What follows belongs to an exercise in optimizing a design on an open flow for small area, a short achievable clock period and few clock cycles per item; a production flow would make more cautious choices. Function was checked by simulation only, so behaviour that the tests miss may differ from the original.

Setup of the previous run:
## Exponential
module Exponential(input clk, rst, start, input [15:0] x,
                   output done, output [1:0] intpart, output [15:0] fracpart);
For scale: roughly 1,400 cells after synthesis, ~38 I/O pins.
==> module Exponential, before the edit <==
module Exponential(input clk, rst, start, input [15:0] x,
                   output done, output [1:0] intpart, output [15:0] fracpart);
  reg        busy;
  reg [3:0]  step;
  reg [15:0] a;       
  reg [15:0] t;       
  reg [17:0] r;       
  reg        acc;     
  wire [31:0] p = a * t;
  reg [15:0] q;
  always @(*) begin
    case (step)
      4'd0:    q = p[31:17];
      4'd3:    q = p[31:18];
      4'd10:   q = p[31:19];
      default: q = p[31:16];
    endcase
  end
  wire q_term = (step == 4'd0) | (step == 4'd2) | (step == 4'd3) | (step == 4'd5) |
                (step == 4'd7) | (step == 4'd9) | (step == 4'd10);
  wire last   = (step == 4'd10) | (q == 16'd0);
  reg [15:0] a_next;
  always @(*) begin
    case (step)
      4'd1:    a_next = 16'h5555;
      4'd4:    a_next = 16'h3333;
      4'd6:    a_next = 16'h2AAA;
      4'd8:    a_next = 16'h2492;
      default: a_next = x;
    endcase
  end
  wire [17:0] sum = r + (acc ? {2'b00, t} : 18'd0);
  assign {intpart, fracpart} = sum;
  assign done = ~busy;
  wire [15:0] t0 = (x > 16'd2) ? x - 16'd2 : 16'd0;
  always @(posedge clk or posedge rst) begin
    if (rst)
      busy <= 1'b0;
    else if (start & ~busy)
      busy <= 1'b1;
    else if (last)
      busy <= 1'b0;
  end
  always @(posedge clk) begin
    if (start & ~busy) begin
      step <= 4'd0;
      a    <= x;
      t    <= t0;
      r    <= 18'h0FFFF;
      acc  <= 1'b1;
    end else begin
      step <= step + 4'd1;
      a    <= a_next;
      if (busy) begin
        t   <= q;
        r   <= sum;
        acc <= q_term;
      end
    end
  end
endmodule
Settings: LEC_CHECK=0, CAP_MARGIN=20, CORE_MARGIN=2, CORE_UTILIZATION=40, SLEW_MARGIN=20; clock period 9.0 ns.
run.sh (not shown) runs the stock make flow with config.mk's settings and CLKGATE_MAP_FILE= SYNTH_SCRIPT=/design/flow/synth_recipe.tcl, a recipe that flattens the netlist after the stock synthesis.
Testbench counts of the previous run, summed over its fixed seeds: cycles 3,466, items 384.
What the current run does differently from the previous run at the input level:
--- a/flow/design.v
+++ b/flow/design.v
@@ -3,21 +3,27 @@
   reg        busy;
   reg [3:0]  step;
+  reg        half;    
   reg [15:0] a;       
   reg [15:0] t;       
+  reg [15:0] pp;      
   reg [17:0] r;       
   reg        acc;     
-  wire [31:0] p = a * t;
+  wire [7:0]  dig = half ? t[15:8] : t[7:0];
+  wire [23:0] s   = (half ? {8'd0, pp} : 24'd0) + a * dig;
+  wire        hi  = |t[15:8];
+  wire        fin = half | ~hi;           
+  wire [15:0] prod = half ? s[23:8] : {8'd0, s[23:16]};
   reg [15:0] q;
   always @(*) begin
     case (step)
-      4'd0:    q = p[31:17];
-      4'd3:    q = p[31:18];
-      4'd10:   q = p[31:19];
-      default: q = p[31:16];
+      4'd0:    q = {1'b0, prod[15:1]};
+      4'd3:    q = {2'b0, prod[15:2]};
+      4'd10:   q = {3'b0, prod[15:3]};
+      default: q = prod;
     endcase
   end
   wire q_term = (step == 4'd0) | (step == 4'd2) | (step == 4'd3) | (step == 4'd5) |
                 (step == 4'd7) | (step == 4'd9) | (step == 4'd10);
-  wire last   = (step == 4'd10) | (q == 16'd0);
+  wire last   = fin & ((step == 4'd10) | (q == 16'd0));
   reg [15:0] a_next;
   always @(*) begin
@@ -45,15 +51,18 @@
     if (start & ~busy) begin
       step <= 4'd0;
+      half <= 1'b0;
       a    <= x;
       t    <= t0;
       r    <= 18'h0FFFF;
       acc  <= 1'b1;
-    end else begin
-      step <= step + 4'd1;
-      a    <= a_next;
-      if (busy) begin
-        t   <= q;
-        r   <= sum;
-        acc <= q_term;
+    end else if (busy) begin
+      r    <= sum;
+      pp   <= s[23:8];
+      half <= ~fin;
+      acc  <= fin & q_term;
+      if (fin) begin
+        step <= step + 4'd1;
+        a    <= a_next;
+        t    <= q;
       end
     end
## What came out
The flow did not stop early for the current run: all stages ran, and the layout cleared the timing, DRC and antenna checks.
Average detailed-routed wire length per instance (lower): the current run
Compared with the previous run, the current run shows instance count of the mapped netlist that has gone down by more than 10%.
For the growth of design area from synthesis to finish, the current run came in 2.9 points higher than the previous run did.
On number of cell instances on the worst register-to-register path: between the current run and the previous run, it ends up higher for the previous run.
Worst setup path startpoint = a[11]: the previous run; worst setup path startpoint = half: the current run
The current run against the previous run: wire length decreased 6900 um, number of global-route vias before repair decreased 2,414.
Testbench counts of the current run, summed over its fixed seeds: cycles 5,178, items 384.

==> what the ideal ports hide <==
The flow's constraints put no driver on any port. The routed layouts listed below were extracted and timed again, unchanged, in two steps.
Step 1: set_driving_cell puts a clkbuf_16 on clk and a buf_2 on each other input, an assumption about the parent block.
Step 2, shift: input delay + t, output delay - t, t = (earliest + latest rising clock arrival at the registers) / 2. This alone moves slack from input paths to output paths.
Three values: no drivers, after step 1, after step 2; two values: the first two.
run	t (ns)	setup WS [ns]	worst setup path at the end	latest minus earliest clock arrival (ns)
the previous run	0.350	1.105 / 1.105 / 1.105	register to register	0.018 / 0.018
the current run	0.371	1.776 / 1.776 / 1.776	register to register	0.011 / 0.010
After both steps every run listed still meets setup and hold.
